From an optimization exercise on the open Yosys and OpenROAD flow, aimed at small area, a short achievable clock period and few clock cycles per item; shortcuts taken in it are not production practice. Function was checked by simulation only, so behaviour that the tests miss may differ from the original. Power figures rest on the tool's default switching activity, not on a simulated workload.

==> design/flow/design.v <==
module crc32
    (
    input         clk,
    input         rst_n,
    input  [31:0] crc32_in,         
    input  [2:0]  crc32_nbytes,     
    input         crc32_valid_in,
    output [31:0] crc32_out
    );
    reg [31:0] crc;
    reg        dv;
    reg [2:0]  dn;
    reg [31:0] dd;
    function [31:0] crc_byte(input [31:0] c, input [7:0] b);
        integer k;
        reg [31:0] r;
        begin
            r = c ^ {24'b0, b};
            for (k = 0; k < 8; k = k + 1)
                r = r[0] ? ((r >> 1) ^ 32'hEDB88320) : (r >> 1);
            crc_byte = r;
        end
    endfunction
    wire [31:0] d1 = crc_byte(32'd0, crc32_in[7:0]);
    wire [31:0] d2 = crc_byte(d1,    crc32_in[15:8]);
    wire [31:0] d3 = crc_byte(d2,    crc32_in[23:16]);
    wire [31:0] d4 = crc_byte(d3,    crc32_in[31:24]);
    always @(posedge clk)
        if (!rst_n) dv <= 1'b0;
        else        dv <= crc32_valid_in;
    always @(posedge clk) begin
        dn <= crc32_nbytes;
        case (crc32_nbytes)
            3'd1:    dd <= d1;
            3'd2:    dd <= d2;
            3'd3:    dd <= d3;
            default: dd <= d4;
        endcase
    end
    wire [31:0] z1 = crc_byte(crc, 8'd0);
    wire [31:0] z2 = crc_byte(z1,  8'd0);
    wire [31:0] z3 = crc_byte(z2,  8'd0);
    wire [31:0] z4 = crc_byte(z3,  8'd0);
    always @(posedge clk)
        if (!rst_n)
            crc <= 32'hFFFFFFFF;
        else if (dv)
            case (dn)
                3'd1:    crc <= z1 ^ dd;
                3'd2:    crc <= z2 ^ dd;
                3'd3:    crc <= z3 ^ dd;
                default: crc <= z4 ^ dd;
            endcase
    assign crc32_out = ~crc;
endmodule
module sdht
    (
    input  [9:0]  match_pos_in,
    output [12:0] sdht_data_merged,
    output [3:0]  sdht_valid_bits
    );
    wire [9:0] m = match_pos_in;    
    reg  [4:0] code;
    reg  [3:0] nex;
    reg  [7:0] ext;
    always @(*) begin
        casez (m)
            10'b1?????????: begin code = {4'd9, m[8]}; nex = 4'd8; ext = m[7:0];        end
            10'b01????????: begin code = {4'd8, m[7]}; nex = 4'd7; ext = {1'b0, m[6:0]}; end
            10'b001???????: begin code = {4'd7, m[6]}; nex = 4'd6; ext = {2'b0, m[5:0]}; end
            10'b0001??????: begin code = {4'd6, m[5]}; nex = 4'd5; ext = {3'b0, m[4:0]}; end
            10'b00001?????: begin code = {4'd5, m[4]}; nex = 4'd4; ext = {4'b0, m[3:0]}; end
            10'b000001????: begin code = {4'd4, m[3]}; nex = 4'd3; ext = {5'b0, m[2:0]}; end
            10'b0000001???: begin code = {4'd3, m[2]}; nex = 4'd2; ext = {6'b0, m[1:0]}; end
            10'b00000001??: begin code = {4'd2, m[1]}; nex = 4'd1; ext = {7'b0, m[0]};   end
            default:        begin code = m[4:0];       nex = 4'd0; ext = 8'd0;            end
        endcase
    end
    wire [4:0] rev5 = {code[0], code[1], code[2], code[3], code[4]};
    assign sdht_data_merged = {ext, rev5};
    assign sdht_valid_bits  = 4'd5 + nex;
endmodule
module word_merge64(
    input             clock,
    input             reset,
    input             in_valid,
    input             in_last,
    input             in_align,
    input      [6:0]  in_size,
    input      [63:0] in_data,
    output reg        out_valid,
    output reg        out_last,
    output reg [63:0] out_data,
    output reg [31:0] total_bits
);
reg [63:0] acc;
reg [5:0]  acc_len;
reg        flush;
reg [7:0]  inc;           
wire [127:0] merged = {64'b0, acc} | ({64'b0, in_data} << acc_len);
wire [7:0]   sum    = acc_len + in_size;
wire [2:0]   pad    = in_align ? (3'd0 - sum[2:0]) : 3'd0;
wire [7:0]   tot    = sum + pad;
wire         full   = tot[7] | tot[6];
always @(posedge clock)
    if (reset) begin
        acc        <= 64'b0;
        acc_len    <= 6'd0;
        flush      <= 1'b0;
        out_valid  <= 1'b0;
        out_last   <= 1'b0;
        total_bits <= 32'd0;
        inc        <= 8'd0;
    end else begin
        total_bits <= total_bits + inc;
        inc        <= 8'd0;
        out_valid <= 1'b0;
        out_last  <= 1'b0;
        flush     <= 1'b0;
        if (flush) begin
            out_valid <= 1'b1;
            out_last  <= 1'b1;
            out_data  <= acc;
            acc       <= 64'b0;
            acc_len   <= 6'd0;
        end else if (in_valid) begin
            inc        <= {1'b0, in_size} + pad;
            acc_len    <= tot[5:0];
            if (full) begin
                out_valid <= 1'b1;
                out_data  <= merged[63:0];
                acc       <= merged[127:64];
                out_last  <= in_last & (tot[5:0] == 6'd0);
                flush     <= in_last & (tot[5:0] != 6'd0);
            end else begin
                acc       <= merged[63:0];
                flush     <= in_last & (tot[5:0] != 6'd0);
            end
        end
    end
endmodule
module sliteral
    (
    input  [7:0] literal_in,
    output [8:0] sliteral_data,
    output [3:0] sliteral_valid_bits
    );
    wire       nine = literal_in >= 8'd144;
    wire [7:0] c8   = literal_in + 8'd48;
    wire [8:0] rev9 = {literal_in[0], literal_in[1], literal_in[2], literal_in[3],
                       literal_in[4], literal_in[5], literal_in[6], literal_in[7], 1'b1};
    wire [8:0] rev8 = {1'b0, c8[0], c8[1], c8[2], c8[3], c8[4], c8[5], c8[6], c8[7]};
    assign sliteral_data       = nine ? rev9 : rev8;
    assign sliteral_valid_bits = nine ? 4'd9 : 4'd8;
endmodule
module slength
    (
    input  [6:0]  match_length_in,
    output [9:0]  slength_data_out,
    output [3:0]  slength_valid_bits
    );
    reg [4:0] sym;       
    reg [2:0] ext;       
    reg [1:0] nex;       
    reg [6:0] m;
    always @(*) begin
        m = match_length_in - 7'd3;
        if (match_length_in <= 7'd10) begin
            sym = m[4:0] + 5'd1; ext = 3'd0; nex = 2'd0;
        end else if (match_length_in <= 7'd18) begin
            m = match_length_in - 7'd11;
            sym = 5'd9 + m[2:1]; ext = {2'b0, m[0]}; nex = 2'd1;
        end else if (match_length_in <= 7'd34) begin
            m = match_length_in - 7'd19;
            sym = 5'd13 + m[3:2]; ext = {1'b0, m[1:0]}; nex = 2'd2;
        end else begin
            m = match_length_in - 7'd35;
            sym = 5'd17 + m[4:3]; ext = m[2:0]; nex = 2'd3;
        end
    end
    wire [6:0] rev7 = {sym[0], sym[1], sym[2], sym[3], sym[4], 2'b00};
    assign slength_data_out   = {ext, rev7};    
    assign slength_valid_bits = 4'd7 + nex;
endmodule
module lz77_encoder
    (
    input             clk,
    input             rst_n,
    input             nx_grp,       
    input             nx_bnd,       
    input      [15:0] nx_g,         
    input      [1:0]  nx_act,       
    input             nx_shift,     
    input             nx_v,         
    output reg        r_grp,
    output reg        r_bnd,
    output reg [1:0]  r_act,
    output reg [1:0]  r_end,        
    output reg [13:0] r_len,        
    output     [19:0] r_pos,        
    output reg [31:0] r_x           
    );
    localparam N = 1024;
    reg        t_grp, t_bnd, t_shift;
    reg [15:0] t_g;
    reg [1:0]  t_act;
    reg        t_v;
    reg [8*N-1:0] H;
    reg [N-1:0]   E0, E1;
    reg [N-1:0]   alive;
    reg [6:0]     Lcur;
    reg [511:0]   th;               
    always @(posedge clk)
        if (!rst_n) begin
            t_grp <= 1'b0; t_bnd <= 1'b0; t_shift <= 1'b0;
        end else begin
            t_grp <= nx_grp; t_bnd <= nx_bnd; t_shift <= nx_shift & nx_grp;
        end
    always @(posedge clk) begin
        t_g   <= nx_g;
        t_act <= nx_act;
        t_v   <= nx_v;
    end
    always @(posedge clk)
        if (nx_grp & nx_shift)
            H <= {H[8*(N-2)-1:0], nx_g[7:0], nx_g[15:8]};
    always @(posedge clk)
        if (!rst_n)       th <= 512'd0;
        else if (t_shift) th <= {th[510:0], 1'b1};
    genvar p, j;
    generate
        for (j = 0; j < 2; j = j + 1) begin : lane
            wire [7:0] b = nx_g[8*j+7:8*j];
            wire [N-1:0] eq;
            for (p = 0; p < N; p = p + 1) begin : pe
                if (p < j)
                    assign eq[p] = (b == nx_g[8*(j-p-1)+7:8*(j-p-1)]) | ~nx_act[j];
                else
                    assign eq[p] = (b == H[8*(p-j)+7:8*(p-j)]) | ~nx_act[j];
            end
        end
    endgenerate
    always @(posedge clk) begin
        E0 <= lane[0].eq;
        E1 <= lane[1].eq;
    end
    wire [N-1:0] en0, en1;
    generate
        for (p = 0; p < N; p = p + 1) begin : env
            assign en0[p] = th[p >> 1];
            if (p < 1) assign en1[p] = 1'b1; else assign en1[p] = th[(p-1) >> 1];
        end
    endgenerate
    wire [N-1:0] P1  = alive & E0;
    wire [N-1:0] P2  = P1 & E1;
    wire [N-1:0] c01 = en0 & E1;
    wire [9:0] i0, i1;
    wire       f0, f1;
    priority_enc pe0 (.clk(clk), .A_IN(alive), .P(i0), .F(f0));
    priority_enc pe1 (.clk(clk), .A_IN(P1),    .P(i1), .F(f1));
    assign r_pos = {i1, i0};
    wire gA0 = |P1, gA1 = |P2;
    wire g01 = |c01;
    wire M0 = (Lcur == 7'd65);
    wire M1 = (Lcur == 7'd64);
    wire mx0 = M0;
    wire mx1 = t_act[0] ? M1 : M0;
    wire e0 = t_act[0] & (~gA0 | mx0);
    wire e1 = t_act[1] & (e0 ? ~g01 : (~gA1 | mx1));
    wire [6:0] Lp1 = Lcur + 7'd1;
    wire [6:0] Lp2 = Lcur + 7'd2;
    wire [6:0] L1  = e0 ? 7'd0 : (t_act[0] ? Lp1 : Lcur);
    wire [6:0] Lc  = e1 ? 7'd0 :
                     e0 ? {6'd0, t_act[1]} :
                     (t_act[0] & t_act[1]) ? Lp2 : (t_act[0] | t_act[1]) ? Lp1 : Lcur;
    wire [N-1:0] alive_early = e0 ? c01 : P2;
    wire [N-1:0] alive_next  = e1 ? en1 : alive_early;
    wire [N-1:0] en_v = t_v ? en1 : en0;
    always @(posedge clk)
        if (!rst_n) begin
            alive <= {N{1'b0}};
            Lcur  <= 7'd0;
        end else if (t_grp) begin
            alive <= alive_next;
            Lcur  <= Lc;
        end else if (t_bnd) begin
            alive <= en_v;
            Lcur  <= 7'd0;
        end
    always @(posedge clk)
        if (!rst_n) begin
            r_grp <= 1'b0;
            r_bnd <= 1'b0;
        end else begin
            r_grp <= t_grp;
            r_bnd <= t_bnd;
        end
    always @(posedge clk) begin
        r_act <= t_act;
        r_end <= {e1, e0};
        r_len <= {L1, Lcur};
        r_x   <= t_shift ? {t_g, H[23:16], H[31:24]} : {t_g, H[7:0], H[15:8]};
    end
endmodule
module huffman_encoder
    (
    input             clk,
    input             rst_n,
    input             i_grp,         
    input             i_bnd,         
    input             i_spc,         
    input      [3:0]  i_act,
    input      [3:0]  i_end,
    input      [27:0] i_len,
    input      [39:0] i_pos,
    input      [47:0] i_x,
    input      [1:0]  i_v,
    input             i_eob,         
    input             i_hdr,         
    input             i_bfinal,      
    input             i_align,       
    input             i_last,
    input      [63:0] i_sdata,       
    input      [6:0]  i_slen,        
    output reg        o_valid,
    output reg [63:0] o_data,
    output reg [6:0]  o_size,
    output reg        o_align,
    output reg        o_last
    );
    wire [8:0] lc [0:5];
    wire [3:0] ll [0:5];
    genvar k;
    generate
        for (k = 0; k < 6; k = k + 1) begin : lit
            sliteral sl (.literal_in(i_x[8*k+7:8*k]), .sliteral_data(lc[k]), .sliteral_valid_bits(ll[k]));
        end
    endgenerate
    wire [3:0] on;
    wire [7:0] cls;               
    wire [3:0] big;
    generate
        for (k = 0; k < 4; k = k + 1) begin : lon
            assign on[k]  = i_grp ? (i_act[k] & i_end[k]) : (i_bnd & (i_v == k));
            assign big[k] = on[k] & (i_len[7*k +: 7] >= 7'd3);
            assign cls[2*k+1:2*k] = (i_len[7*k +: 7] >= 7'd3) ? 2'd3 : i_len[7*k +: 2];
        end
    endgenerate
    reg [6:0] Ls;
    reg [9:0] Ps;
    always @(*) begin
        Ls = i_len[6:0];  Ps = i_pos[9:0];
        if (big[1]) begin Ls = i_len[13:7];  Ps = i_pos[19:10]; end
        if (big[2]) begin Ls = i_len[20:14]; Ps = i_pos[29:20]; end
        if (big[3]) begin Ls = i_len[27:21]; Ps = i_pos[39:30]; end
    end
    wire [9:0]  lcode;  wire [3:0] llen;
    wire [12:0] dcode;  wire [3:0] dlen;
    slength slen_i (.match_length_in(Ls), .slength_data_out(lcode), .slength_valid_bits(llen));
    sdht    sdst_i (.match_pos_in(Ps),    .sdht_data_merged(dcode), .sdht_valid_bits(dlen));
    reg [22:0] ld;
    always @(*)
        case (llen)
            4'd10:   ld = {dcode, lcode};
            4'd9:    ld = {1'b0, dcode, lcode[8:0]};
            4'd8:    ld = {2'b0, dcode, lcode[7:0]};
            default: ld = {3'b0, dcode, lcode[6:0]};
        endcase
    wire [4:0] ldlen = llen + dlen;
    wire [9:0] bsfx  = i_eob ? (i_hdr ? {1'b0, 1'b1, i_bfinal, 7'b0} : 10'b0) : {7'b0, 1'b0, 1'b1, i_bfinal};
    wire [3:0] bslen = i_eob ? (i_hdr ? 4'd10 : 4'd7) : 4'd3;
    reg        a_valid, a_grp, a_spc, a_align, a_last;
    reg [3:0]  a_on;
    reg [7:0]  a_cls;
    reg [8:0]  a_lc0, a_lc1, a_lc2, a_lc3, a_lc4, a_lc5;
    reg [3:0]  a_ll0, a_ll1, a_ll2, a_ll3, a_ll4, a_ll5;
    reg [22:0] a_ld;
    reg [4:0]  a_ldlen;
    reg [9:0]  a_bsfx;
    reg [3:0]  a_bslen;
    reg [63:0] a_sdata;
    reg [6:0]  a_slen;
    always @(posedge clk)
        if (!rst_n) a_valid <= 1'b0;
        else        a_valid <= i_grp | i_bnd | i_spc;
    always @(posedge clk) begin
        a_grp <= i_grp; a_spc <= i_spc; a_align <= i_align; a_last <= i_last;
        a_on <= on; a_cls <= cls;
        a_lc0 <= lc[0]; a_lc1 <= lc[1]; a_lc2 <= lc[2]; a_lc3 <= lc[3]; a_lc4 <= lc[4]; a_lc5 <= lc[5];
        a_ll0 <= ll[0]; a_ll1 <= ll[1]; a_ll2 <= ll[2]; a_ll3 <= ll[3]; a_ll4 <= ll[4]; a_ll5 <= ll[5];
        a_ld <= ld; a_ldlen <= ldlen;
        a_bsfx <= bsfx; a_bslen <= bslen;
        a_sdata <= i_sdata; a_slen <= i_slen;
    end
    wire [8:0] lcs [0:5];
    wire [3:0] lls [0:5];
    assign lcs[0] = a_lc0; assign lcs[1] = a_lc1; assign lcs[2] = a_lc2;
    assign lcs[3] = a_lc3; assign lcs[4] = a_lc4; assign lcs[5] = a_lc5;
    assign lls[0] = a_ll0; assign lls[1] = a_ll1; assign lls[2] = a_ll2;
    assign lls[3] = a_ll3; assign lls[4] = a_ll4; assign lls[5] = a_ll5;
    reg [32:0] lane_code [0:3];
    reg [5:0]  lane_len  [0:3];
    reg [22:0] pre;
    reg [4:0]  plen;
    reg [9:0]  sfx;
    reg [3:0]  sl;
    integer j;
    always @(*) begin
        for (j = 0; j < 4; j = j + 1) begin
            case (a_cls[2*j +: 2])
                2'd3: begin pre = a_ld; plen = a_ldlen; end
                2'd2: begin
                        pre  = {14'b0, lcs[j]} | ({14'b0, lcs[j+1]} << lls[j]);
                        plen = lls[j] + lls[j+1];
                      end
                2'd1: begin pre = {14'b0, lcs[j+1]}; plen = {1'b0, lls[j+1]}; end
                default: begin pre = 23'd0; plen = 5'd0; end
            endcase
            if (a_grp) begin
                sfx = {1'b0, lcs[j+2]}; sl = lls[j+2];
            end else begin
                sfx = a_bsfx; sl = a_bslen;
            end
            if (a_on[j]) begin
                lane_code[j] = {10'b0, pre} | ({23'b0, sfx} << plen);
                lane_len[j]  = plen + sl;
            end else begin
                lane_code[j] = 33'd0;
                lane_len[j]  = 6'd0;
            end
        end
        if (a_spc) begin
            lane_code[0] = {1'b0, a_sdata[31:0]};
            lane_len[0]  = (a_slen > 7'd32) ? 6'd32 : a_slen[5:0];
            lane_code[1] = {1'b0, a_sdata[63:32]};
            lane_len[1]  = (a_slen > 7'd32) ? (a_slen[5:0] - 6'd32) : 6'd0;
            lane_code[2] = 33'd0; lane_len[2] = 6'd0;
            lane_code[3] = 33'd0; lane_len[3] = 6'd0;
        end
    end
    reg        b_valid, b_align, b_last;
    reg [32:0] b_code0, b_code1, b_code2, b_code3;
    reg [5:0]  b_len0, b_len1, b_len2, b_len3;
    always @(posedge clk)
        if (!rst_n) b_valid <= 1'b0;
        else        b_valid <= a_valid;
    always @(posedge clk) begin
        b_align <= a_align; b_last <= a_last;
        b_code0 <= lane_code[0]; b_len0 <= lane_len[0];
        b_code1 <= lane_code[1]; b_len1 <= lane_len[1];
        b_code2 <= lane_code[2]; b_len2 <= lane_len[2];
        b_code3 <= lane_code[3]; b_len3 <= lane_len[3];
    end
    reg        c_valid, c_align, c_last;
    reg [63:0] c_lo, c_hi;
    reg [6:0]  c_llo, c_lhi;
    always @(posedge clk)
        if (!rst_n) c_valid <= 1'b0;
        else        c_valid <= b_valid;
    always @(posedge clk) begin
        c_align <= b_align; c_last <= b_last;
        c_lo  <= {31'b0, b_code0} | ({31'b0, b_code1} << b_len0);
        c_llo <= b_len0 + b_len1;
        c_hi  <= {31'b0, b_code2} | ({31'b0, b_code3} << b_len2);
        c_lhi <= b_len2 + b_len3;
    end
    always @(posedge clk)
        if (!rst_n) o_valid <= 1'b0;
        else        o_valid <= c_valid;
    always @(posedge clk) begin
        o_align <= c_align; o_last <= c_last;
        o_data  <= c_lo | (c_hi << c_llo);
        o_size  <= c_llo + c_lhi;
    end
endmodule
module priority_enc
    (
    input           clk,
    input  [1023:0] A_IN,
    output [9:0]    P,
    output          F
    );
    function [1:0] top4(input [3:0] v);
        top4 = v[3] ? 2'd3 : v[2] ? 2'd2 : v[1] ? 2'd1 : 2'd0;
    endfunction
    wire [255:0] v1;  wire [511:0] i1;
    wire [63:0]  v2;  wire [255:0] i2;
    wire [15:0]  v3;  wire [95:0]  i3;
    wire [3:0]   v4;  wire [31:0]  i4;
    genvar g;
    generate
        for (g = 0; g < 256; g = g + 1) begin : l1
            assign v1[g] = |A_IN[4*g+3:4*g];
            assign i1[2*g+1:2*g] = top4(A_IN[4*g+3:4*g]);
        end
        for (g = 0; g < 64; g = g + 1) begin : l2
            wire [1:0] s = top4(v1[4*g+3:4*g]);
            reg  [1:0] lo;
            always @(*)
                case (s)
                    2'd0: lo = i1[8*g+1:8*g];
                    2'd1: lo = i1[8*g+3:8*g+2];
                    2'd2: lo = i1[8*g+5:8*g+4];
                    default: lo = i1[8*g+7:8*g+6];
                endcase
            assign v2[g] = |v1[4*g+3:4*g];
            assign i2[4*g+3:4*g] = {s, lo};
        end
        for (g = 0; g < 16; g = g + 1) begin : l3
            wire [1:0] s = top4(v2[4*g+3:4*g]);
            reg  [3:0] lo;
            always @(*)
                case (s)
                    2'd0: lo = i2[16*g+3:16*g];
                    2'd1: lo = i2[16*g+7:16*g+4];
                    2'd2: lo = i2[16*g+11:16*g+8];
                    default: lo = i2[16*g+15:16*g+12];
                endcase
            assign v3[g] = |v2[4*g+3:4*g];
            assign i3[6*g+5:6*g] = {s, lo};
        end
    endgenerate
    reg [15:0] v3r;
    reg [95:0] i3r;
    always @(posedge clk) begin
        v3r <= v3;
        i3r <= i3;
    end
    generate
        for (g = 0; g < 4; g = g + 1) begin : l4
            wire [1:0] s = top4(v3r[4*g+3:4*g]);
            reg  [5:0] lo;
            always @(*)
                case (s)
                    2'd0: lo = i3r[24*g+5:24*g];
                    2'd1: lo = i3r[24*g+11:24*g+6];
                    2'd2: lo = i3r[24*g+17:24*g+12];
                    default: lo = i3r[24*g+23:24*g+18];
                endcase
            assign v4[g] = |v3r[4*g+3:4*g];
            assign i4[8*g+7:8*g] = {s, lo};
        end
    endgenerate
    wire [1:0] s5 = top4(v4);
    reg  [7:0] lo5;
    always @(*)
        case (s5)
            2'd0: lo5 = i4[7:0];
            2'd1: lo5 = i4[15:8];
            2'd2: lo5 = i4[23:16];
            default: lo5 = i4[31:24];
        endcase
    assign P = {s5, lo5};
    assign F = |v4;
endmodule
module srl_fifo
#(
    parameter WIDTH = 32,
    parameter DEPTH_LOG = 2
)
(
    input                  clock,
    input                  reset,
    input                  push,
    input      [WIDTH-1:0] din,
    output                 full,
    input                  pop,
    output     [WIDTH-1:0] dout,
    output                 empty,
    output [DEPTH_LOG:0]   count
);
localparam DEPTH = 1 << DEPTH_LOG;
reg [WIDTH-1:0]     mem [0:DEPTH-1];
reg [DEPTH_LOG-1:0] wr_ptr, rd_ptr;
reg [DEPTH_LOG:0]   cnt;
reg                 empty_r;
wire do_push = push & ~full;
wire do_pop  = pop & ~empty;
always @(posedge clock)
    if (do_push) mem[wr_ptr] <= din;
always @(posedge clock)
    if (reset) begin
        wr_ptr  <= 0;
        rd_ptr  <= 0;
        cnt     <= 0;
        empty_r <= 1'b1;
    end else begin
        if (do_push) wr_ptr <= wr_ptr + 1'b1;
        if (do_pop)  rd_ptr <= rd_ptr + 1'b1;
        if (do_push & ~do_pop) begin
            cnt     <= cnt + 1'b1;
            empty_r <= 1'b0;
        end else if (~do_push & do_pop) begin
            cnt     <= cnt - 1'b1;
            empty_r <= (cnt == 1);
        end
    end
assign dout  = mem[rd_ptr];
assign empty = empty_r;
assign full  = cnt[DEPTH_LOG];
assign count = cnt;
endmodule
module gzip_top
    #(
        parameter OUT_FIFO_LOG = 3
    )
    (
    input          clk,
    input          rst_n,
    input          wr_en_fifo_in,
    input  [31:0]  din_fifo_in,
    input          rd_en_fifo_out,
    input          rev_endianess_in,
    input  [1:0]   btype_in,
    output [127:0] debug_reg,
    output         full_in_fifo,
    output [31:0]  dout_out_fifo_32,
    output reg     last_out_fifo_32,
    output         empty_out_fifo,
    output         irq
    );
    wire [31:0] din_mux = rev_endianess_in ?
        {din_fifo_in[7:0], din_fifo_in[15:8], din_fifo_in[23:16], din_fifo_in[31:24]} : din_fifo_in;
    wire [31:0] w;
    wire        fin_empty;
    wire        fin_pop;
    wire [2:0]  fin_count;
    srl_fifo #(.WIDTH(32), .DEPTH_LOG(2)) fifo_in_i0 (
        .clock(clk), .reset(!rst_n),
        .push(wr_en_fifo_in), .din(din_mux), .full(full_in_fifo),
        .pop(fin_pop), .dout(w), .empty(fin_empty), .count(fin_count)
    );
    localparam S_HDR  = 3'd0,
               S_DATA = 3'd1,
               S_TAIL = 3'd2,
               S_FIN  = 3'd3,
               S_TRL  = 3'd4,
               S_DONE = 3'd5;
    reg [2:0]  st;
    reg [1:0]  btype;
    reg        first_blk;
    reg        bfinal;
    reg [15:0] R;               
    reg [1:0]  o;               
    reg [31:0] cg;              
    reg        cgp;             
    reg [31:0] isize;
    reg [23:0] block_size;
    reg        block_size_error;
    reg        btype_error;
    reg        gzip_done;
    wire fixed  = (btype == 2'b01);
    wire ostall;                
    wire [2:0] n   = (R >= 16'd4) ? 3'd4 : R[2:0];
    wire [3:0] on4 = {2'b0, o} + {1'b0, n};
    wire       wrap = on4[2];   
    reg [31:0] rot;
    always @(*)
        case (o)
            2'd0: rot = w;
            2'd1: rot = {w[23:0], w[31:24]};
            2'd2: rot = {w[15:0], w[31:16]};
            default: rot = {w[7:0], w[31:8]};
        endcase
    wire [3:0] below = (o == 2'd0) ? 4'b0000 : (o == 2'd1) ? 4'b0001 : (o == 2'd2) ? 4'b0011 : 4'b0111;
    wire [31:0] grp = {below[3] ? cg[31:24] : rot[31:24], below[2] ? cg[23:16] : rot[23:16],
                       below[1] ? cg[15:8]  : rot[15:8],  below[0] ? cg[7:0]    : rot[7:0]};
    wire [3:0] upto = wrap ? 4'b1111 :
                      (on4[1:0] == 2'd1) ? 4'b0001 : (on4[1:0] == 2'd2) ? 4'b0011 : 4'b0111;
    wire [3:0] act_data = upto & ~(cgp ? below : 4'b0000);
    reg        nx_grp, nx_bnd, nx_shift, nx_spc, nx_eob, nx_hdr, nx_bf, nx_align, nx_last, nx_trl;
    reg [31:0] nx_g;
    reg [3:0]  nx_act;
    reg [63:0] nx_sdata;
    reg [6:0]  nx_slen;
    reg        pop;
    reg [2:0]  st_n;
    wire [31:0] hdr = w;
    wire        hdr_bf = hdr[24];
    wire [15:0] hdr_len = hdr[15:0];
    always @(*) begin
        nx_grp = 1'b0; nx_bnd = 1'b0; nx_shift = 1'b0; nx_spc = 1'b0;
        nx_eob = 1'b0; nx_hdr = 1'b0; nx_bf = 1'b0; nx_align = 1'b0; nx_last = 1'b0; nx_trl = 1'b0;
        nx_g = cg; nx_act = 4'b0000;
        nx_sdata = 64'd0; nx_slen = 7'd0;
        pop = 1'b0;
        st_n = st;
        if (!ostall && q_take)
            case (st)
                S_HDR:
                    if (!fin_empty) begin
                        pop = 1'b1;
                        st_n = S_DATA;
                        nx_hdr = 1'b1;
                        nx_bf = hdr_bf;
                        if (fixed) begin
                            nx_bnd = 1'b1;
                            nx_eob = !first_blk;
                        end else begin
                            nx_spc = 1'b1;
                            nx_sdata = {24'd0, ~hdr_len, hdr_len, 7'd0, hdr_bf};
                            nx_slen = 7'd40;
                        end
                    end
                S_DATA:
                    if (!fin_empty) begin
                        pop = 1'b1;
                        if (fixed) begin
                            nx_grp = 1'b1;
                            nx_g = grp;
                            nx_act = act_data;
                            nx_shift = wrap;
                        end else begin
                            nx_spc = 1'b1;
                            nx_sdata = {32'd0, w & (n == 3'd1 ? 32'h000000ff : n == 3'd2 ? 32'h0000ffff :
                                                     n == 3'd3 ? 32'h00ffffff : 32'hffffffff)};
                            nx_slen = {n, 3'b000};
                        end
                        if (R == {13'd0, n}) begin
                            if (fixed && wrap && on4[1:0] != 2'd0) st_n = S_TAIL;
                            else if (bfinal)                         st_n = fixed ? S_FIN : S_TRL;
                            else                                     st_n = S_HDR;
                        end
                    end
                S_TAIL: begin
                        nx_grp = 1'b1;
                        nx_g = cg;
                        nx_act = below;
                        st_n = bfinal ? S_FIN : S_HDR;
                    end
                S_FIN: begin
                        nx_bnd = 1'b1;
                        nx_eob = 1'b1;
                        nx_align = 1'b1;
                        st_n = S_TRL;
                    end
                S_TRL: begin
                        nx_spc = 1'b1;
                        nx_trl = 1'b1;
                        nx_last = 1'b1;
                        nx_slen = 7'd64;
                        st_n = S_DONE;
                    end
                default: ;
            endcase
    end
    assign fin_pop = pop;
    always @(posedge clk)
        if (!rst_n) btype <= 2'b00;
        else        btype <= btype_in;
    always @(posedge clk)
        if (!rst_n) begin
            st <= S_HDR;
            first_blk <= 1'b1;
            bfinal <= 1'b0;
            R <= 16'd0;
            o <= 2'd0;
            cgp <= 1'b0;
            isize <= 32'd0;
            block_size <= 24'd0;
            block_size_error <= 1'b0;
            gzip_done <= 1'b0;
        end else begin
            st <= st_n;
            if (st == S_HDR && pop) begin
                first_blk <= 1'b0;
                bfinal <= hdr_bf;
                R <= hdr_len;
                isize <= isize + hdr_len;
                block_size <= hdr[23:0];
                if (fixed ? (hdr[23:0] > 24'd1024) : (hdr[23:0] > 24'd65536))
                    block_size_error <= 1'b1;
            end
            if (st == S_DATA && pop) begin
                R <= R - n;
                if (fixed) begin
                    o <= on4[1:0];
                    cgp <= !wrap;
                end
            end
            if (st == S_TAIL && !ostall && q_take)
                cgp <= 1'b1;
            if (nx_trl)
                gzip_done <= 1'b1;
        end
    always @(posedge clk)
        if (st == S_DATA && pop)
            cg <= wrap ? rot : grp;
    always @(posedge clk)
        if (!rst_n)                                         btype_error <= 1'b0;
        else if ((btype != 2'b01) && (btype != 2'b00))      btype_error <= 1'b1;
    reg        crc_v;
    reg [31:0] crc_w;
    reg [2:0]  crc_n;
    wire [31:0] crc32_out;
    always @(posedge clk)
        if (!rst_n) crc_v <= 1'b0;
        else        crc_v <= (st == S_DATA) && pop;
    always @(posedge clk) begin
        crc_w <= w;
        crc_n <= n;
    end
    crc32 crc32_i0 (.clk(clk), .rst_n(rst_n), .crc32_in(crc_w), .crc32_nbytes(crc_n),
                    .crc32_valid_in(crc_v), .crc32_out(crc32_out));
    reg        q_grp, q_bnd, q_shift, q_spc, q_eob, q_hdr, q_bf, q_align, q_last, q_trl;
    reg [31:0] q_g;
    reg [3:0]  q_act;
    reg [1:0]  q_v;
    reg [63:0] q_sdata;
    reg [6:0]  q_slen;
    wire       q_take;              
    always @(posedge clk)
        if (!rst_n) begin
            q_grp <= 1'b0; q_bnd <= 1'b0; q_spc <= 1'b0; q_shift <= 1'b0;
        end else if (q_take) begin
            q_grp <= nx_grp; q_bnd <= nx_bnd; q_spc <= nx_spc; q_shift <= nx_shift & nx_grp;
        end
    always @(posedge clk)
        if (q_take) begin
            q_eob <= nx_eob; q_hdr <= nx_hdr; q_bf <= nx_bf; q_align <= nx_align;
            q_last <= nx_last; q_trl <= nx_trl; q_g <= nx_g; q_act <= nx_act; q_v <= o;
            q_sdata <= nx_sdata; q_slen <= nx_slen;
        end
    reg  sp_half;                   
    wire emitA = q_grp & (|q_act[1:0]) & ~sp_half;
    wire emitB = q_grp & (|q_act[3:2]);
    assign q_take = ~(emitA & emitB);
    always @(posedge clk)
        if (!rst_n) sp_half <= 1'b0;
        else        sp_half <= emitA & emitB;
    reg        p_grp, p_bnd, p_shift, p_spc, p_eob, p_hdr, p_bf, p_align, p_last, p_trl;
    reg [15:0] p_g;
    reg [1:0]  p_act;
    reg        p_v;
    reg [63:0] p_sdata;
    reg [6:0]  p_slen;
    always @(posedge clk)
        if (!rst_n) begin
            p_grp <= 1'b0; p_bnd <= 1'b0; p_spc <= 1'b0; p_shift <= 1'b0;
        end else begin
            p_grp   <= q_grp;
            p_bnd   <= q_bnd;
            p_spc   <= q_spc;
            p_shift <= emitA ? q_act[1] : q_act[3];
        end
    always @(posedge clk) begin
        p_eob <= q_eob; p_hdr <= q_hdr; p_bf <= q_bf; p_align <= q_align;
        p_last <= q_last; p_trl <= q_trl; p_v <= q_v[0];
        p_sdata <= q_sdata; p_slen <= q_slen;
        p_g   <= (emitA | (~q_grp & ~q_v[1])) ? q_g[15:0] : q_g[31:16];
        p_act <= emitA ? q_act[1:0] : q_act[3:2];
    end
    wire        m_grp, m_bnd;
    wire [1:0]  m_act, m_end;
    wire [13:0] m_len;
    wire [19:0] m_pos;
    wire [31:0] m_x;
    lz77_encoder lz77_enc (
        .clk(clk), .rst_n(rst_n),
        .nx_grp(p_grp), .nx_bnd(p_bnd & p_eob), .nx_g(p_g), .nx_act(p_act),
        .nx_shift(p_shift), .nx_v(p_v),
        .r_grp(m_grp), .r_bnd(m_bnd), .r_act(m_act), .r_end(m_end),
        .r_len(m_len), .r_pos(m_pos), .r_x(m_x)
    );
    reg        a_bnd, a_spc, a_eob, a_hdr, a_bf, a_align, a_last, a_trl;
    reg        a_v;
    reg [63:0] a_sdata;
    reg [6:0]  a_slen;
    reg        b_bnd, b_spc, b_eob, b_hdr, b_bf, b_align, b_last, b_trl;
    reg        b_v;
    reg [63:0] b_sdata;
    reg [6:0]  b_slen;
    always @(posedge clk)
        if (!rst_n) begin
            a_bnd <= 1'b0; a_spc <= 1'b0;
            b_bnd <= 1'b0; b_spc <= 1'b0;
        end else begin
            a_bnd <= p_bnd; a_spc <= p_spc;
            b_bnd <= a_bnd;  b_spc <= a_spc;
        end
    always @(posedge clk) begin
        a_eob <= p_eob; a_hdr <= p_hdr; a_bf <= p_bf; a_align <= p_align;
        a_last <= p_last; a_trl <= p_trl; a_v <= p_v; a_sdata <= p_sdata; a_slen <= p_slen;
        b_eob <= a_eob; b_hdr <= a_hdr; b_bf <= a_bf; b_align <= a_align;
        b_last <= a_last; b_trl <= a_trl; b_v <= a_v; b_slen <= a_slen;
        b_sdata <= a_trl ? {isize, crc32_out} : a_sdata;
    end
    wire        h_valid, h_align, h_last;
    wire [63:0] h_data;
    wire [6:0]  h_size;
    huffman_encoder huff_enc_i0 (
        .clk(clk), .rst_n(rst_n),
        .i_grp(m_grp), .i_bnd(b_bnd), .i_spc(b_spc),
        .i_act({2'b00, m_act}), .i_end({2'b00, m_end}), .i_len({14'd0, m_len}),
        .i_pos({20'd0, m_pos}), .i_x({16'd0, m_x}),
        .i_v({1'b0, b_v}), .i_eob(b_eob), .i_hdr(b_hdr), .i_bfinal(b_bf), .i_align(b_align),
        .i_last(b_last), .i_sdata(b_sdata), .i_slen(b_slen),
        .o_valid(h_valid), .o_data(h_data), .o_size(h_size), .o_align(h_align), .o_last(h_last)
    );
    wire        wm_valid, wm_last;
    wire [63:0] wm_data;
    wire [31:0] output_size;
    word_merge64 word_merge_i0 (
        .clock(clk), .reset(!rst_n),
        .in_valid(h_valid), .in_last(h_last), .in_align(h_align), .in_size(h_size), .in_data(h_data),
        .out_valid(wm_valid), .out_last(wm_last), .out_data(wm_data), .total_bits(output_size)
    );
    wire                  empty_out_fifo_64;
    wire [63:0]           dout_out_fifo_64;
    wire                  out_last_fifo_64;
    wire [OUT_FIFO_LOG:0] ofifo_count;
    wire                  rd_en_fifo_out_64;
    reg                   dout_out_fifo_64_toggle;
    reg  [31:0]           dout_fifo_out_mux;
    srl_fifo #(.WIDTH(65), .DEPTH_LOG(OUT_FIFO_LOG)) fifo_out_i0 (
        .clock(clk), .reset(!rst_n),
        .push(wm_valid), .din({wm_last, wm_data}), .full(),
        .pop(rd_en_fifo_out_64), .dout({out_last_fifo_64, dout_out_fifo_64}),
        .empty(empty_out_fifo_64), .count(ofifo_count)
    );
    assign ostall = ofifo_count > ((1 << OUT_FIFO_LOG) - 7);
    always @(posedge clk)
        if (!rst_n)              dout_out_fifo_64_toggle <= 1'b0;
        else if (rd_en_fifo_out) dout_out_fifo_64_toggle <= ~dout_out_fifo_64_toggle;
    wire [31:0] dout_sel = dout_out_fifo_64_toggle ? dout_out_fifo_64[63:32] : dout_out_fifo_64[31:0];
    always @(posedge clk)
        if (rd_en_fifo_out)
            dout_fifo_out_mux <= rev_endianess_in ?
                {dout_sel[7:0], dout_sel[15:8], dout_sel[23:16], dout_sel[31:24]} : dout_sel;
    always @(posedge clk)
        last_out_fifo_32 <= rd_en_fifo_out & dout_out_fifo_64_toggle & out_last_fifo_64;
    assign empty_out_fifo    = empty_out_fifo_64;
    assign rd_en_fifo_out_64 = dout_out_fifo_64_toggle & rd_en_fifo_out;
    assign dout_out_fifo_32  = dout_fifo_out_mux;
    assign debug_reg = {output_size, block_size, crc32_out, isize, 5'b0, gzip_done, btype_error, block_size_error};
    assign irq = gzip_done;
endmodule
==> design/flow/run.sh <==
#!/bin/bash
# synth_recipe.tcl (not shown) runs the flow's synth.tcl, then flattens the netlist and writes it again
# the make line also repeats each setting of config.mk as NAME=value (left out here)
make -C /OpenROAD-flow-scripts/flow DESIGN_CONFIG=/design/flow/config.mk WORK_HOME=/design/flow/orfs CLKGATE_MAP_FILE= SYNTH_SCRIPT=/design/flow/synth_recipe.tcl finish
==> design/flow/config.mk <==
export PLATFORM = sky130hd
export DESIGN_NAME = gzip_top
export DESIGN_NICKNAME = gzip_top
export VERILOG_FILES = /design/flow/design.v
export SDC_FILE = /design/flow/constraint.sdc
export NUM_CORES = 8
export LEC_CHECK = 0
export ABC_CLOCK_PERIOD_IN_PS = 4000
export CAP_MARGIN = 40
export CORE_MARGIN = 2
export CORE_UTILIZATION = 46
export CTS_CLUSTER_DIAMETER = 80
export CTS_CLUSTER_SIZE = 20
export SETUP_SLACK_MARGIN = 5
export SLEW_MARGIN = 40
export SYNTH_MEMORY_MAX_BITS = 16384
==> design/flow/constraint.sdc <==
create_clock -name core_clock -period 9.0 [get_ports {clk}]
set_input_delay 1.8000 -clock core_clock [delete_from_list [all_inputs] [get_ports {clk}]]
set_output_delay 1.8000 -clock core_clock [all_outputs]
set_load 0.01 [all_outputs]
==> summary.md, run 1 <==
| Metric | Value |
|---|---|
| Status | `timing/DRC/antenna clean` |
| Synth area leaders | `edfxtp_1 40%, xnor2_1 22%, dfxtp_1 14%` |
| Worst R2R End | `lz77_enc.alive[248]` |
| R2r setup slk | `between 3 and 4 ns` |
| Avg WL per Cell | `~43 um` |
| Data arrival, critical path | `around 7 ns` |
| Synth Flop Type | `edfxtp_1` |
| Synthesized netlist cell count | `about 61000` |
| WHS Endpoint | `huff_enc_i0.c_last` |
| Register area | `369000 um^2` |
| Total Wirelength | `between 3000000 and 4000000 um` |
| Async SR Flop Fraction | `0%` |
| Maximum vdd drop | `approximately 3.3 mV` |
| Crit path from | `lz77_enc.E1[384]` |
| CTS clk-pin slew, worst paths | `0.09 ns` |
| Crit path buf inv count | `8` |
| Max-Slew Margin vs Limit | `14.6%` |
| Die H | `~1200 um` |
| Largest net degree at the start of global routing | `between 150 and 200` |
| Post-route ant nets | `0` |
| Detailed Place HPWL | `2570000 um` |
| Overall Power | `about 240 mW` |
| P_leak | `approximately 220 nW` |
| Starting DRC count in detailed routing | `around 80000` |
| Sw Pwr | `approximately 100 mW` |
| Worst skew pair latency | `approximately 1.4 ns` |
| Final worst-path cycle share | `about 64%` |
| Vias in the first global route | `~470k` |
| Share of cells above drive strength 1 | `13.4%` |
| RSZ-0062 raised after global routing | `yes` |
| Synth Cell Area | `roughly 700000 um^2` |
| Crit-path leading delay family | `simple AND/OR/NAND/NOR gates` |
| Placement Setup Slack | `approximately 2.2 ns` |
| Sink Count | `between 10000 and 15000` |
| Number of flops mapped to enable cells by yosys | `approximately 9100` |
| Syn avg cell area | `11.2 um^2` |
| Leading area contributor after synthesis | `edfxtp_1` |
| Worst reg2reg path depth | `18` |
| Least-Margin Pin Slew | `between 1 and 1.5 ns` |
| Placer Congestion | `around 1.1` |
| Std-Cell Rows | `roughly 450` |
| Setup tns final | `0 ns` |
| Yosys top cell area share | `about two fifths` |
| Net count reported at finish | `between 60000 and 70000` |
| Met2 usage | `61.9%` |
| Setup ws final | `between 3 and 4 ns` |
| Unique masters post-synth | `between 90 and 100` |
| Seq/Total Area, Yosys | `between 50 and 60%` |
| Gr busiest metal | `met2` |
| Max Cap Violations | `0` |
| Worst Path Max Fanout | `5` |
| Vias per std cell | `6.50` |
| Hold Path Origin | `huff_enc_i0.b_last` |
| Drt pass-1 iters | `8` |
| H-tree levels | `6` |
| Syn. warnings | `14` |
| Post-CTS Hold Fix Bufs | `0` |
| Crit path required time | `10.22 ns` |
| Fin util | `roughly 53%` |
| Fill cell total of the finished layout | `roughly 130k` |
| All-Layer GR Usage | `a little under half` |
| Core area | `1470000 um^2` |
| HP Class | `reg2reg` |
| Critical Path Source Type | `flip-flop` |
| Synth Register Bits | `around 14000` |
| Met3 Use GR | `about 16%` |
| PwrDens | `approximately 310 nW/um^2` |
| Clk network pwr share | `between 10% and 20%` |
| First-pass GRT wire length | `about 4500000 um` |
| Final hold violations | `0` |
| CTS Buffer Depth | `5` |
| Switching Fraction | `approximately two fifths` |
| Antenna violations before repair | `about 850` |
| Worst Clk Skew | `between 0.1 and 0.15 ns` |
| Hold path cells | `0` |
| CTS tree | `built` |
| Residual DRC | `0` |
| Critical-path cell list | `nand3_1 > nand4_1 > nor4_1 > nand4_1 > nor4_2 > nand4_1 > o21ai_2 > nand3_4 > buf_12 > buf_6 > buf_16 > buf_12 > clkinv_16 > buf_16 > buf_12 > buf_16 > nand2_2 > a311oi_1` |
| Crit Path Class | `reg2reg` |
| Die Area | `1490000 um^2` |
| Comb pwr share | `between 50% and 60%` |
| Endpoint class of the critical path | `flip-flop` |
| CTS buffer count | `around 870` |
| GR Layer Usage met1 | `a little under three fifths` |
| Achievable frequency | `between 0.15 and 0.2 GHz` |
| Fin crit period | `approximately 5.8 ns` |
| Die span in x | `about 1200 um` |
| Area grow syn2layout | `14.8%` |
| IO buf count | `around 200` |
| Seq pwr share | `between 30% and 40%` |
| Combined area of the multi-input logic cells | `between 300000 and 400000 um^2` |
| Max-slew violation count | `0` |
| GRT overflow | `0` |
| Reg-to-reg startpoint | `lz77_enc.E1[384]` |
| CTS root buf | `clkbuf_16` |
| IO Count | `about 200` |
| Via count | `around 530k` |
| Slowest cell delay on critical path | `0.82 ns` |
| Initial Utilization | `a little under half` |
| CP max-delay cell | `nand4_1` |
| Int Power | `143 mW` |
| Final-report setup violation count | `0` |
kinds of logic after synthesis:
group           Yosys count  synth area share (%)
xor+xnor              17029                  22.1
buf+inv                4403                  2.48
compound gates         8305                  7.09
simple gates          15037                  10.8
fa+ha+maj               105                 0.203
flops                 13852                  54.1
other cells               2               0.00110
mux                    1815                  3.20
cell usage after synthesis, drive strengths merged (89+ instances only):
cell / instances
a311oi: 525
mux2: 221
a22oi: 423
buf: 1178
o21ai: 4441
a211oi: 126
ha: 96
a221oi: 121
dfxtp: 4797
clkbuf: 2836
o21bai: 92
o22ai: 96
a21oi: 1721
nor4: 284
or4: 89
nor2: 3513
mux4: 268
edfxtp: 9055
xnor2: 16794
nor3: 750
nand4: 4640
xor2: 194
mux2i: 1326
nand2: 3435
nand3: 1853
a31oi: 95
inv: 382
and2: 115
cell usage in the layout, fill, tap and decap left out, drive strengths merged, types with 92 or more instances in the layout:
master and instances:
clkbuf 1472, nand2 3439, nand4 4640, mux2 221
a21oi 1721, diode 919, a311oi 525, xnor2 16794
and2 115, xor2 194, inv 465, nor2 3514
a221oi 121, buf 2901, o21bai 92, mux4 268
nand3 1853, ha 96, mux2i 1326, a31oi 95
a211oi 126, nor4 284, nor3 750, a22oi 423
o22ai 96, dfxtp 4797, dlygate4sd2 121, edfxtp 9055
clkinv 157, o21ai 4441
power groups by stage:
| stage | clock [mW] | combinational [mW] | sequential, mW |
|---|---|---|---|
| after floorplan | 0 | 77.1 | 72.4 |
| after global placement | 0 | 102 | 74.9 |
| after detailed placement | 0 | 103 | 74.7 |
| after CTS | 44.4 | 116 | 73.3 |
| after global routing | 46.4 | 128 | 73.4 |
| final | 44.2 | 125 | 73.6 |
state kept, by name, indices dropped and copies added, names as in the netlist, 64 cells and up, named ones only:
name,flops
lz77_enc.th,512
word_merge_i0.out_data,64
huff_enc_i0.o_data,64
lz77_enc.alive,1024
lz77_enc.pe1.i3r,96
b_sdata,64
lz77_enc.pe0.i3r,96
lz77_enc.H,8192
huff_enc_i0.a_sdata,64
word_merge_i0.acc,64
fifo_in_i0.mem,128
lz77_enc.E0,1024
huff_enc_i0.c_lo,64
lz77_enc.E1,1024
fifo_out_i0.mem,520
cell type report:
class / instances / share of cell area (%)
flip-flops and latches: 13852 / 47.2
well taps: 19712 / 3.16
repair inverters: 10 / 0.0384
clock inverters: 276 / 0.494
diodes: 919 / 0.294
multi-input cells: 42302 / 40.3
repair buffers: 3205 / 5.26
inverters: 389 / 0.201
clock buffers: 1356 / 3.10
metal layers:
metal  wire length, um  up-vias  share of wire (%)
met1           1340000   270274                 38
met5              1780        -              0.050
met3            446000     9211                 13
met2           1410000    37038                 40
met4            343000      180                9.7
li1                  -   216597                  -
worst max-delay path by stage:
| stage | end | slack (ns) | cells past startpoint |
|---|---|---|---|
| 2_1_floorplan | lz77_enc.H[0] | -48.09 | 1 |
| 3_3_place_gp | lz77_enc.alive[477] | 0.85 | 14 |
| 3_5_place_dp | lz77_enc.alive[301] | 2.16 | 15 |
| 4_1_cts | lz77_enc.alive[731] | 3.83 | 20 |
| 5_1_grt | lz77_enc.alive[540] | 3.70 | 18 |
| 6_report | lz77_enc.alive[248] | 3.23 | 18 |
metrics by stage:
step	area, um^2	instances	hold slack, ns
6_report	781000	82021	0.285
5_1_grt	780000	81409	0.285
4_1_cts	760000	80639	0.261
3_5_place_dp	714000	78338	0.312
3_3_place_gp	710000	78243	0.310
2_1_floorplan	680000	60552	0.310
worst reg2reg max path: cells and delay by family, from the launching register on:
family                 cells  cell delay [ns]
DFF                        1             0.55
buffers and inverters      8             1.29
AOI/OAI and AO/OA          2             0.44
and+or+nand+nor            8             3.36
repair_timing:
item                                    4_1_cts  5_1_grt
pin swaps                                   751     1018
resized for setup                          2148     2647
buffers inserted                            443      286
endpoints found under the setup margin     1477     1271
cloned                                      226      156
Testbench counts, summed over its fixed seeds: cycles 40,059, bytes 78,731.
==> run 2, diff against run 1 <==
--- a/design/flow/config.mk
+++ b/design/flow/config.mk
@@ -8,7 +8,7 @@
 export ABC_CLOCK_PERIOD_IN_PS = 4000
 export CAP_MARGIN = 40
 export CORE_MARGIN = 2
-export CORE_UTILIZATION = 46
+export CORE_UTILIZATION = 40
 export CTS_CLUSTER_DIAMETER = 80
 export CTS_CLUSTER_SIZE = 20
 export SETUP_SLACK_MARGIN = 5
==> summary.md, run 2 <==
| Metric | Value |
|---|---|
| Area grow syn2layout | `16.1% (was 14.8%)` |
| Crit Path Class | `reg2reg (unchanged)` |
| HP Class | `reg2reg (unchanged)` |
| CP max-delay cell | `nand4_1 (unchanged)` |
| Async SR Flop Fraction | `0% (unchanged)` |
| Vias in the first global route | `471255 (was 468246)` |
| Comb pwr share | `52.2% (was 51.5%)` |
| Post-route ant nets | `0 (unchanged)` |
| CTS tree | `built (unchanged)` |
| Crit-path leading delay family | `simple AND/OR/NAND/NOR gates (unchanged)` |
| Total Wirelength | `3600000 um (was 3540000 um)` |
| Most frequent cell after synthesis | `xnor2_1 (unchanged)` |
| All-Layer GR Usage | `39.8% (was 45.1%)` |
| Die H | `1310 um (was 1220 um)` |
| Core area | `1700000 um^2 (was 1470000 um^2)` |
| Fill cell total of the finished layout | `155343 (was 128605)` |
| Final-report setup violation count | `0 (unchanged)` |
| Initial Utilization | `40.1% (was 46.1%)` |
| Max-Slew Margin vs Limit | `8.73% (was 14.6%)` |
| Sw Pwr | `102 mW (was 100 mW)` |
| Least-Margin Pin Slew | `1.37 ns (was 1.28 ns)` |
| Max reg flops | `8192 (unchanged)` |
| Largest net degree at the start of global routing | `173 (was 170)` |
| Switching Fraction | `41.4% (was 41.3%)` |
| CTS buffer count | `888 (was 873)` |
| Cells after DPL | `81221 (was 78338)` |
| Syn. warnings | `14 (unchanged)` |
| Status | `timing/DRC/antenna clean (unchanged)` |
| CTS clk-pin slew, worst paths | `0.09 ns (about the same)` |
| Synth area leaders | `edfxtp_1 40%, xnor2_1 22%, dfxtp_1 14% (unchanged)` |
| CTS Buffer Depth | `5 (unchanged)` |
| Setup tns final | `0 ns (unchanged)` |
| First-pass GRT wire length | `4610000 um (was 4540000 um)` |
| Worst skew pair latency | `1.43 ns (was 1.36 ns)` |
| Die Area | `1710000 um^2 (was 1490000 um^2)` |
| Crit path buf inv count | `7 (was 8)` |
| Max-slew violation count | `0 (unchanged)` |
| Yosys top cell area share | `40.0% (unchanged)` |
| Placer Congestion | `1.09 (was 1.13)` |
| Critical Path Source Type | `flip-flop (unchanged)` |
| H-tree levels | `6 (unchanged)` |
| Fin crit period | `5.51 ns (was 5.77 ns)` |
| RSZ-0062 raised after global routing | `yes (unchanged)` |
| Most frequent cells after synthesis | `16760 x xnor2_1, 9055 x edfxtp_1, 4797 x dfxtp_1, 4640 x nand4_1, 4432 x o21ai_0 (unchanged)` |
| Antenna violations before repair | `857 (was 847)` |
| IO buf count | `197 (unchanged)` |
| Avg WL per Cell | `42.3 um (was 43.2 um)` |
| PwrDens | `314 nW/um^2 (was 311 nW/um^2)` |
| Synthesized netlist cell count | `60548 (unchanged)` |
| Vias per std cell | `6.24 (was 6.50)` |
| GRT overflow | `0 (unchanged)` |
| Achievable frequency | `0.182 GHz (was 0.173 GHz)` |
| Seq/Total Area, Yosys | `54.1% (unchanged)` |
| IO Count | `203 (unchanged)` |
| Int Power | `145 mW (was 143 mW)` |
| Reg with most FFs | `lz77_enc.H (unchanged)` |
| Seq pwr share | `29.8% (was 30.3%)` |
| Commonest non-fill, non-tap cell in the layout | `xnor2_1 (unchanged)` |
| Via count | `531176 (was 533300)` |
| Endpoint class of the critical path | `flip-flop (unchanged)` |
| P_leak | `228 nW (was 225 nW)` |
| Critical-path cell list | `o21ai_4 > nand4_1 > nor4_4 > and4_4 > nand4_1 > nand2_2 > nand3_4 > buf_16 > buf_16 > buf_12 > clkinv_16 > buf_16 > buf_4 > clkbuf_16 > nand2_1 > a311oi_1 (was nand3_1 > nand4_1 > nor4_1 > nand4_1 > nor4_2 > nand4_1 > o21ai_2 > nand3_4 > buf_12 > buf_6 > buf_16 > buf_12 > clkinv_16 > buf_16 > buf_12 > buf_16 > nand2_2 > a311oi_1)` |
| Drt pass-1 iters | `8 (unchanged)` |
| Slowest cell delay on critical path | `0.90 ns (was 0.82 ns)` |
| Maximum vdd drop | `3.07 mV (was 3.25 mV)` |
| Max Cap Violations | `0 (unchanged)` |
| Unique masters post-synth | `98 (unchanged)` |
| Number of flops mapped to enable cells by yosys | `9055 (unchanged)` |
| Register area | `369000 um^2 (about the same)` |
| Residual DRC | `0 (unchanged)` |
| Final worst-path cycle share | `61.2% (was 64.1%)` |
| CTS root buf | `clkbuf_16 (unchanged)` |
| Worst Path Max Fanout | `6 (was 5)` |
| Fin cells | `85179 (was 82021)` |
| Detailed Place HPWL | `2600000 um (was 2570000 um)` |
| Synth Register Bits | `13852 (unchanged)` |
| Synth Flop Type | `edfxtp_1 (unchanged)` |
| Syn avg cell area | `11.2 um^2 (unchanged)` |
| Die span in x | `1310 um (was 1220 um)` |
| Final hold violations | `0 (unchanged)` |
| Crit path required time | `10.23 ns (was 10.22 ns)` |
| Starting DRC count in detailed routing | `76603 (was 80545)` |
| Combined area of the multi-input logic cells | `315000 um^2 (was 314000 um^2)` |
| Worst Clk Skew | `0.165 ns (was 0.114 ns)` |
| Sink Count | `13852 (unchanged)` |
| Clk network pwr share | `18.0% (was 18.2%)` |
| Commonest cells after routing, fill and taps aside | `16699 x xnor2_1, 9055 x edfxtp_1, 4640 x nand4_1, 4416 x dfxtp_1, 3487 x o21ai_0 (was 16716 x xnor2_1, 9055 x edfxtp_1, 4640 x nand4_1, 4448 x dfxtp_1, 3769 x o21ai_0)` |
| Share of cells above drive strength 1 | `14.0% (was 13.4%)` |
| Worst path most repeated cell | `buf_16` |
| Synth Cell Area | `680000 um^2 (unchanged)` |
| Net count reported at finish | `60998 (was 60777)` |
| Std-Cell Rows | `479 (was 446)` |
| Leading area contributor after synthesis | `edfxtp_1 (unchanged)` |
| Data arrival, critical path | `6.74 ns (was 6.99 ns)` |
[run 2: cell types whose count changed in the layout (fill, tap and decap cells not counted), moves of 52 or more]
cell     before   now
o21ai_0    3769  3487
o21ai_2     203   405
buf_16      331   439
a21oi_1    1341  1428
a21oi_4     148    69
nor3_1      422   484
nor3_2      318   259
nand2_1    3000  2942
nand3_1    1366  1424
buf_4      1738  1793
o21ai_1     398   450
[run 2: power groups by stage]
stage / registers (mW) / clock network, mW / logic, mW
2_1_floorplan: 72.4 / 0 / 77.1
3_3_place_gp: 75.0 / 0 / 102
3_5_place_dp: 74.7 / 0 / 103
4_1_cts: 73.4 / 44.9 / 117
5_1_grt: 73.5 / 47.0 / 133
6_report: 73.7 / 44.6 / 129
[run 2: routing by layer]
layer	share of wire (%)	track usage (%)	vias up
li1	-	-	217182
met1	39	51.8	270966
met2	40	55.4	34537
met3	12	12.6	8259
met4	9.0	29.4	232
met5	0.058	0.0138	-
[run 2: through the flow]
step | util (%) | total power [mW] | hold WS [ns] | instance area, um^2 | setup slack (ns)
5_1_grt | 46.4 | 253 | 0.313 | 789000 | 3.76
3_5_place_dp | 42.3 | 178 | 0.312 | 718000 | 2.00
4_1_cts | 45.1 | 235 | 0.312 | 767000 | 3.94
6_report | 46.5 | 248 | 0.316 | 790000 | 3.49
3_3_place_gp | 42.0 | 177 | 0.310 | 713000 | 1.72
2_1_floorplan | - | 150 | 0.310 | 680000 | -48.09
[run 2: final timing paths]
check,from,end,slack [ns],depth (start not counted)
hold / removal,p_sdata[7],a_sdata[7],0.32,0
hold reg to reg,p_sdata[7],a_sdata[7],0.32,0
setup / recovery,lz77_enc.E1[989],lz77_enc.alive[622],3.49,16
setup reg to reg,lz77_enc.E1[989],lz77_enc.alive[622],3.49,16
[run 2: kinds of logic (layout without fill, tap and decap cells)]
group,after synthesis,in the layout,synth area share [%]
xor+xnor,17029,17029,22.1
mux,1815,1815,3.20
simple gates,15037,15038,10.8
compound gates,8305,8305,7.09
flops,13852,13852,54.1
buf+inv,4403,5469,2.48
fa+ha+maj,105,105,0.203
other cells,2,959,0.00110
[run 2: repair_timing]
action	4_1_cts	5_1_grt
endpoints found under the setup margin	1486	1221
gates cloned	296	182
gates resized for setup	2221	3067
hold buffers	0	0
pin swaps	714	1323
setup buffers	448	405
[run 2: final cells by class]
type                    count  share of cell area [%]
clock inverters           277                   0.452
multi-input cells       42298                    39.9
clock buffers            1378                    3.12
repair inverters            7                  0.0266
repair buffers           3418                    5.79
diodes                    953                   0.302
flip-flops and latches  13852                    46.7
inverters                 389                   0.198
well taps               22607                    3.58
==> run 3, diff against run 2 <==
--- a/design/flow/config.mk
+++ b/design/flow/config.mk
@@ -8,7 +8,7 @@
 export ABC_CLOCK_PERIOD_IN_PS = 4000
 export CAP_MARGIN = 40
 export CORE_MARGIN = 2
-export CORE_UTILIZATION = 40
+export CORE_UTILIZATION = 38
 export CTS_CLUSTER_DIAMETER = 80
 export CTS_CLUSTER_SIZE = 20
 export SETUP_SLACK_MARGIN = 5
==> summary.md, run 3 <==
| Metric | Value |
|---|---|
| Unique masters post-synth | `98 (unchanged)` |
| Met3 Wirelength | `409000 um (was 418000 um)` |
| Cells after DPL | `82280 (was 81221)` |
| Worst skew pair latency | `1.45 ns (was 1.43 ns)` |
| Leading area contributor after synthesis | `edfxtp_1 (unchanged)` |
| Drt pass-1 iters | `7 (was 8)` |
| Final worst-path cycle share | `61.8% (was 61.2%)` |
| Antenna violations before repair | `859 (was 857)` |
| Syn avg cell area | `11.2 um^2 (unchanged)` |
| Hold Slack | `0.318 ns (was 0.316 ns)` |
| Number of flops mapped to enable cells by yosys | `9055 (unchanged)` |
| Vias in the first global route | `470026 (was 471255)` |
| IO buf count | `197 (unchanged)` |
| Cell area after layout | `784000 um^2 (was 790000 um^2)` |
| First-pass GRT wire length | `4610000 um (about the same)` |
| HP Class | `reg2reg (unchanged)` |
| Synth Cell Area | `680000 um^2 (unchanged)` |
| Hold Path Origin | `huff_enc_i0.c_lo[59] (was p_sdata[7])` |
| Share of cells above drive strength 1 | `12.7% (was 14.0%)` |
| All-Layer GR Usage | `37.9% (was 39.8%)` |
| CTS buffer count | `897 (was 888)` |
| Endpoint class of the critical path | `flip-flop (unchanged)` |
| Residual DRC | `0 (unchanged)` |
| Commonest cells after routing, fill and taps aside | `16705 x xnor2_1, 9055 x edfxtp_1, 4640 x nand4_1, 4430 x dfxtp_1, 3687 x o21ai_0 (was 16699 x xnor2_1, 9055 x edfxtp_1, 4640 x nand4_1, 4416 x dfxtp_1, 3487 x o21ai_0)` |
| Worst Clk Skew | `0.184 ns (was 0.165 ns)` |
| Placer Congestion | `1.10 (was 1.09)` |
| Max-slew violation count | `0 (unchanged)` |
| DRT met1 WL | `1390000 um (was 1400000 um)` |
| CTS clk-pin slew, worst paths | `0.09 ns (about the same)` |
| Placement Setup Slack | `1.47 ns (was 2.00 ns)` |
| CTS Buffer Depth | `5 (unchanged)` |
| Die H | `1340 um (was 1310 um)` |
| Top routing layer in use | `met5 (unchanged)` |
| Area grow syn2layout | `15.3% (was 16.1%)` |
| P_leak | `222 nW (was 228 nW)` |
| Synth Register Bits | `13852 (unchanged)` |
| PwrDens | `317 nW/um^2 (was 314 nW/um^2)` |
| Starting DRC count in detailed routing | `76455 (was 76603)` |
| Final-report setup violation count | `0 (unchanged)` |
| CTS root buf | `clkbuf_16 (unchanged)` |
| Max reg flops | `8192 (unchanged)` |
| Std-Cell Rows | `491 (was 479)` |
| Initial Utilization | `38.1% (was 40.1%)` |
| Maximum vdd drop | `3.27 mV (was 3.07 mV)` |
| Reg-to-reg startpoint | `lz77_enc.E1[827] (was lz77_enc.E1[989])` |
| Least-Margin Pin Slew | `1.23 ns (was 1.37 ns)` |
| Avg WL per Cell | `41.4 um (was 42.3 um)` |
| H-tree levels | `6 (unchanged)` |
| Synthesized netlist cell count | `60548 (unchanged)` |
| Core area | `1790000 um^2 (was 1700000 um^2)` |
| Placed Area | `719000 um^2 (was 718000 um^2)` |
| Data arrival, critical path | `6.91 ns (was 6.74 ns)` |
| Worst Path Max Fanout | `10 (was 6)` |
| Seq/Total Area, Yosys | `54.1% (unchanged)` |
| Largest net degree at the start of global routing | `166 (was 173)` |
| Setup ws final | `3.44 ns (was 3.49 ns)` |
| Most frequent cells after synthesis | `16760 x xnor2_1, 9055 x edfxtp_1, 4797 x dfxtp_1, 4640 x nand4_1, 4432 x o21ai_0 (unchanged)` |
| Achievable frequency | `0.180 GHz (was 0.182 GHz)` |
| Die span in x | `1340 um (was 1310 um)` |
| Met2 routed WL | `1460000 um (about the same)` |
| Total Wirelength | `3570000 um (was 3600000 um)` |
| Via count | `526745 (was 531176)` |
| Syn. warnings | `14 (unchanged)` |
| Vias per std cell | `6.12 (was 6.24)` |
| Fin crit period | `5.56 ns (was 5.51 ns)` |
| GRT overflow | `0 (unchanged)` |
| Post-route ant nets | `0 (unchanged)` |
| Overall Power | `249 mW (was 248 mW)` |
| Yosys top cell area share | `40.0% (unchanged)` |
| Detailed Place HPWL | `2600000 um (about the same)` |
| Async SR Flop Fraction | `0% (unchanged)` |
| Reg with most FFs | `lz77_enc.H (unchanged)` |
| Crit path required time | `10.35 ns (was 10.23 ns)` |
| Status | `timing/DRC/antenna clean (unchanged)` |
| Max Cap Violations | `0 (unchanged)` |
| Crit path from | `lz77_enc.E1[827] (was lz77_enc.E1[989])` |
| R2r setup slk | `3.44 ns (was 3.49 ns)` |
| Net count reported at finish | `60827 (was 60998)` |
| Fin cells | `86133 (was 85179)` |
| Post-CTS Hold Fix Bufs | `0 (unchanged)` |
| Final hold violations | `0 (unchanged)` |
| Synth area leaders | `edfxtp_1 40%, xnor2_1 22%, dfxtp_1 14% (unchanged)` |
| Die Area | `1800000 um^2 (was 1710000 um^2)` |
| Fin util | `43.9% (was 46.5%)` |
| Max-Slew Margin vs Limit | `18.3% (was 8.73%)` |
| CTS tree | `built (unchanged)` |
| Sink Count | `13852 (unchanged)` |
| Most frequent cell after synthesis | `xnor2_1 (unchanged)` |
| RSZ-0062 raised after global routing | `yes (unchanged)` |
| Critical Path Source Type | `flip-flop (unchanged)` |
| IO Count | `203 (unchanged)` |
| Synth Flop Type | `edfxtp_1 (unchanged)` |
| Commonest non-fill, non-tap cell in the layout | `xnor2_1 (unchanged)` |
| Crit Path Class | `reg2reg (unchanged)` |
| Setup tns final | `0 ns (unchanged)` |
run 3: cell counts after synthesis:
No cell type changed its count.
run 3: power by group:
group,leakage [nW],switching (mW),internal [mW]
clock network,13.7,24.8,20.1
registers,95.3,3.67,69.9
logic,113,74.2,56.2
total,222,103,146
run 3: timing repair:
action | CTS | global route
cloned | 299 | 55
pin swaps | 830 | 529
setup buffers | 524 | 270
gates resized for setup | 2647 | 1404
setup endpoints to repair | 1490 | 1294
run 3: cell families after synthesis:
| group | share of synthesized area, % |
|---|---|
| flip-flops | 54.1 |
| adder cells (fa/ha/maj) | 0.203 |
| AO/OA/AOI/OAI | 7.09 |
| multiplexers | 3.20 |
| XOR/XNOR | 22.1 |
| other | 0.00110 |
| buffers and inverters | 2.48 |
| AND/OR/NAND/NOR | 10.8 |
run 3: worst max-delay path, stage by stage, from the launching register on:
cell and delay, ns:
dfxtp_1 0.64, nand3_1 0.83, nand4_1 0.43, nor4_1 0.35
nand4_1 0.51, nor4_2 0.41, buf_4 0.18, nand4_1 0.23
o21ai_2 0.16, nand3_4 0.12, buf_4 0.21, buf_12 0.13
inv_16 0.10, buf_16 0.17, buf_16 0.21, buf_12 0.16
buf_16 0.15, nand2_1 0.09, a311oi_2 0.31
run 3: metal layers:
layer | vias to the layer above | GRT usage, %
li1 | 216806 | -
met1 | 270047 | 49.0
met2 | 32702 | 53.3
met3 | 6978 | 12.1
met4 | 212 | 26.7
met5 | - | 0.489
run 3: final cells by class:
class,instances,area (um^2)
antenna,1006,2520
clock buffer,1382,24900
clock inverter,297,3730
fill,165888,1000000
inverter,389,1560
multi-input combinational,42299,311000
sequential,13852,369000
tap,23664,29600
timing repair buffer,3242,42000
timing repair inverter,2,31.3
run 3: final timing paths:
kind | to | cells past startpoint
min | huff_enc_i0.o_data[59] | 0
max reg2reg | lz77_enc.alive[122] | 18
max | lz77_enc.alive[122] | 18
min reg2reg | huff_enc_i0.o_data[59] | 0

## what the ideal ports hide
The flow's constraints put no driver on any port. The routed layouts listed below were extracted and timed again, unchanged, in two steps. Step 1 assumes that a clkbuf_16 drives the clock port and a buf_2 every other input. Step 2 also shifts input and output timing later by t, the mid clock arrival at the registers, as if the neighbouring blocks saw the same clock. a / b / c = ideal ports / drivers / drivers and shift; a / b = the first two.
run	t, ns	slack for setup (ns)	hold WS [ns]	clock arrival spread, ns	cell pins on the clock port's net
run 1	1.512	3.227 / 3.227 / 3.227	0.285 / 0.285 / 0.285	0.153 / 0.153	1
run 2	1.567	3.491 / 3.491 / 3.491	0.316 / 0.316 / 0.316	0.173 / 0.173	1
run 3	1.555	3.440 / 3.440 / 3.440	0.318 / 0.318 / 0.318	0.202 / 0.202	1
After both steps setup and hold are still met in every run listed.
